From an optimization exercise on the open Yosys and OpenROAD flow, aimed at small area, a short achievable clock period and few clock cycles; shortcuts taken in it are not production practice.
Only simulation tests tie the RTL to the original design; equivalence was not proved.
Power and IR drop assume default switching activity.

==> flow/design.v <==
`timescale 1ns / 1ps
module projectCPU2020(
  clk,
  rst,
  wrEn,
  data_fromRAM,
  addr_toRAM,
  data_toRAM,
  PC,
  W
);
input clk, rst;
input wire [15:0] data_fromRAM;
output wire [15:0] data_toRAM;
output wire wrEn;
output wire [12:0] addr_toRAM;
output reg [12:0] PC;
output reg [15:0] W;
wire [15:0] D = data_fromRAM;
reg        dec, ind;
reg        pend;                   
reg        isSt;                   
reg        xAdd, xNor, xShf, xGt, xLd, xSz, xJmp;   
wire       aZero = (D[12:0] == 13'd0);
wire       dZero = (D == 16'd0);
wire       opSt  = (D[15:13] == 3'd6);
wire [12:0] pc1 = PC + 13'd1;
wire [12:0] pc2 = PC + 13'd2;
wire [12:0] nxt = (xSz & dZero) ? pc2 : (pend ? pc1 : PC);
wire        useD = dec | ind | xJmp;
assign addr_toRAM = useD ? {D[12:2], D[1] | (dec & aZero), D[0]} : nxt;
assign wrEn       = (dec & opSt & ~aZero) | (ind & isSt);
assign data_toRAM = W;
wire        hi   = |D[15:6];
wire        left = hi | D[4];           
wire        rot  = hi | D[5];           
wire [3:0]  s    = D[3:0];
wire [3:0]  r    = left ? (4'd0 - s) : s;
wire [31:0] ww   = {W, W} >> r;
wire [15:0] rr   = ww[15:0];            
reg  [15:0] msk;
integer i;
always @(*)
  for (i = 0; i < 16; i = i + 1)
    msk[i] = rot | (left ? (i >= s) : (i < 16 - s));
wire [15:0] sh   = rr & msk;
wire [16:0] sum  = {1'b0, W ^ {16{xGt}}} + {1'b0, D} + {16'd0, xGt};
wire        gt   = ~sum[16];            
reg [15:0] res;
always @(*) begin
  res = W;
  case (1'b1)
    xAdd: res = sum[15:0];
    xNor: res = ~(W | D);
    xShf: res = sh;
    xGt:  res = {15'd0, gt};
    xLd:  res = D;
    default: res = W;
  endcase
end
wire goInd = dec & aZero;
wire st    = (dec & opSt & ~aZero) | (ind & isSt);
always @(posedge clk) begin
  if (rst) begin
    dec  <= 1'b0;
    ind  <= 1'b0;
    pend <= 1'b0;
    isSt <= 1'b0;
    {xAdd, xNor, xShf, xGt, xLd, xSz, xJmp} <= 7'd0;
    PC   <= 13'd0;
    W    <= 16'd0;
  end else begin
    dec  <= ~dec & ~ind;
    ind  <= goInd;
    if (dec) begin
      isSt <= opSt;
      {xAdd, xNor, xShf, xGt, xLd, xSz, xJmp} <=
        opSt ? 7'd0 :
        {D[15:13] == 3'd0, D[15:13] == 3'd1, D[15:13] == 3'd2, D[15:13] == 3'd3,
         D[15:13] == 3'd5, D[15:13] == 3'd4, D[15:13] == 3'd7};
      pend <= ~aZero & ~opSt;
    end else if (ind) begin
      {xAdd, xNor, xShf, xGt, xLd, xSz, xJmp} <=
        {xAdd, xNor, xShf, xGt, xLd, xSz, xJmp};
      pend <= ~isSt;
    end else begin
      {xAdd, xNor, xShf, xGt, xLd, xSz, xJmp} <= 7'd0;
      pend <= 1'b0;
    end
    if (st)
      PC <= pc1;
    else if (~dec & ~ind)
      PC <= addr_toRAM;
    if (pend)
      W <= res;
  end
end
endmodule
Settings: LEC_CHECK=0, ABC_AREA=1, CAP_MARGIN=20, CORE_MARGIN=2, CORE_UTILIZATION=40, PLACE_DENSITY=0.6, SETUP_SLACK_MARGIN=2.0, SLEW_MARGIN=20; clock period 5.5 ns.
standard.sh (not shown) runs the stock make flow with config.mk's settings and CLKGATE_MAP_FILE= SYNTH_SCRIPT=/design/flow/synth_recipe.tcl, a recipe that flattens the netlist after the stock synthesis.
==> flow/flow/run.sh <==
#!/bin/bash
# Standard ORFS layout; port buffers use buf_1 instead of the default pick.
set -euo pipefail
bash standard.sh "BUFFER_PORTS_ARGS=-buffer_cell sky130_fd_sc_hd__buf_1" finish > orfs_make.log 2>&1
The baseline finished clean.
Testbench counts at the start, summed over its fixed seeds: cycles 64,127.
Next try:
SETUP_SLACK_MARGIN = 2.4   (was 2.0)
Result: The changed run finished with timing, DRC and antenna clean; cell area climbs by 1.7%; non-clock buffer count is lower by 6; fmax decreases by 1.5%; area after synthesis is unchanged; total power barely changes.
Next try:
ABC_AREA = not set   (was 1)
SETUP_SLACK_MARGIN = not set   (was 2.4)
Routed wire length is lower by 8.9%. Total power went down by 6.9%. Die area goes down by 0.48%. Sequential power is about the same.

projectCPU2020, a different RTL version from the one above (not shown whole).
Size in the first run: roughly 770 cells after synthesis, about 41 flip-flops, roughly 77 I/O pins, ~4600 sq um of cells after synthesis.
// projectCPU2020
module projectCPU2020(
  clk,
  rst,
  wrEn,
  data_fromRAM,
  addr_toRAM,
  data_toRAM,
  PC,
  W
);
export LEC_CHECK = 0
export ABC_AREA = 1
export CAP_MARGIN = 20
export CORE_MARGIN = 2
export CORE_UTILIZATION = 40
export PLACE_DENSITY = 0.6
export SETUP_SLACK_MARGIN = 2.3
export SLEW_MARGIN = 20
export TNS_END_PERCENT = 0
create_clock -name core_clock -period 5.5 [get_ports {clk}]
Scripts as last shown in full above: flow/flow/run.sh
The first run finished clean.
Testbench counts at the start, summed over its fixed seeds: cycles 64,920.
Rerun with:
TNS_END_PERCENT = not set   (was 0)
Effect: Combinational power went up by 10%. Worst setup slack got worse by 0.0055 ns. Global-route usage went down by 0.40 points. Routed wire length went up by 1.4%. Hold slack improved by 0.0035 ns. Clock power went up by 18%. Via count went up by 3.4%. Utilization went up by 3.9 points.

Setup of v41:
Another version of the RTL of projectCPU2020 (not shown whole).
For scale: roughly 77 I/O pins, roughly 0.0042 mm2 of cells after synthesis.
==> flow/design.v (excerpt) <==
module projectCPU2020(
  clk,
  rst,
  wrEn,
  data_fromRAM,
  addr_toRAM,
  data_toRAM,
  PC,
  W
);
==> flow/config.mk <==
export PLATFORM = sky130hd
export DESIGN_NAME = projectCPU2020
export DESIGN_NICKNAME = projectCPU2020
export VERILOG_FILES = /design/flow/design.v
export SDC_FILE = /design/flow/constraint.sdc
export NUM_CORES = 4
export LEC_CHECK = 0
export ABC_AREA = 1
export CAP_MARGIN = 20
export CORE_MARGIN = 2
export CORE_UTILIZATION = 40
export PLACE_DENSITY = 0.6
export SETUP_SLACK_MARGIN = 2.9
export SLEW_MARGIN = 20
export TNS_END_PERCENT = 0
==> flow/constraint.sdc <==
create_clock -name core_clock -period 5.5 [get_ports {clk}]
set_input_delay 1.1000 -clock core_clock [delete_from_list [all_inputs] [get_ports {clk}]]
set_output_delay 1.1000 -clock core_clock [all_outputs]
set_load 0.01 [all_outputs]
Scripts as last shown in full above: flow/flow/run.sh
Testbench counts of v41, summed over its fixed seeds: cycles 64,920.
> inputs changed (v41 -> v37)
Settings: SETUP_SLACK_MARGIN: 2.9 -> 2.6; SLEW_MARGIN: 20 -> 0; CAP_MARGIN: 20 -> 0.
### Flow results
v37: flow completed, timing, DRC and antenna clean
Summary of v37 over v41: vertical extent of the die shows no meaningful change; shortest clock period the worst path allows after layout essentially unchanged; slack of the critical path stayed essentially flat; cell area after placement held steady.
There was hardly any difference in required time at the worst-slack endpoint between v41 and v37.
Comparing v41 against v37, there is no change at all in area fraction in compound gates after synthesis.
Diff v41..v37 | global-route wire length before repair | unchanged
[compare] base=v41 new=v37: site row count flat, worst-case hold slack flat, final design utilization flat.
Here is what was changed in the inputs of v38 compared with v37.
Settings: SLEW_MARGIN now 20, was 0; CAP_MARGIN now 20, was 0.
==> flow/flow/run.sh <==
#!/bin/bash
# Standard ORFS layout; port buffers use buf_1 instead of the default pick,
# and non-critical gates are downsized after global routing.
set -euo pipefail
bash standard.sh "BUFFER_PORTS_ARGS=-buffer_cell sky130_fd_sc_hd__buf_1" "RECOVER_POWER=50" finish > orfs_make.log 2>&1
Findings:
Compared with v37, v38 shows ratio of final minimum period to clock period higher by 2.7 points. v37 ended up with addr_toRAM[1] as its end point of the critical path; v38 ended up with addr_toRAM[11]. As far as number of multi-input combinational cells in the layout goes, v37 and v38 are indistinguishable; the numbers are identical. Going from v37 to v38, the largest incremental delay on the critical path was found to have gone up by 0.22 ns. Any difference in data required time of the critical path between v38 and v37 is small enough to ignore. From v37 to v38 the numbers moved as follows: total routed wirelength climbed 70 um, combinational cell fraction of total power barely changed. v38 ended up with a lower total length of routed met3 wires than v37 did. v38 does better than v37 on final non-filler cell area. v38 vs. v37: overall via count from detail_route saw a decrease, actual slew at the worst max-slew pin saw an increase.

==> what the ideal ports hide <==
No port has a modelled driver above. Below, the same layouts with a new extraction and two added sets of constraints.
Step 1, drivers: a clkbuf_16 drives clk and a buf_2 each remaining input, both assumed.
Step 2 also shifts input and output timing later by t, the mid clock arrival at the registers, as if the neighbouring blocks saw the same clock.
Three values: ideal ports, drivers, drivers and shift; two values: the first two.
| run | shift t [ns] | slack for setup (ns) | worst setup path after step 2 | worst register clock-pin slew, ns | pins driven straight from the clock port |
|---|---|---|---|---|---|
| the first run of note 1 | 0.337 | 1.950 / 1.918 / 1.673 | input to register | 0.07 / 0.07 | 1 |
| the second run of note 1 | 0.337 | 1.895 / 1.854 / 1.854 | input to output | 0.06 / 0.06 | 1 |
| the third run of note 1 | 0.334 | 0.854 / 0.834 / 0.834 | input to output | 0.07 / 0.07 | 1 |
| the first run of note 2 | 0.328 | 2.186 / 2.149 / 2.010 | input to register | 0.07 / 0.07 | 1 |
| the second run of note 2 | 0.330 | 2.181 / 2.138 / 2.058 | input to register | 0.07 / 0.07 | 1 |
| v41 | 0.352 | 2.291 / 2.267 / 2.050 | input to register | 0.11 / 0.11 | 1 |
| v37 | 0.352 | 2.291 / 2.267 / 2.050 | input to register | 0.11 / 0.11 | 1 |
| v38 | 0.353 | 2.143 / 2.109 / 2.079 | input to register | 0.11 / 0.11 | 1 |
After both steps every run listed still meets setup and hold. For the first run of note 1, which loses most, drivers alone change the setup slack by -0.032 ns; drivers and shift together by -0.277 ns.
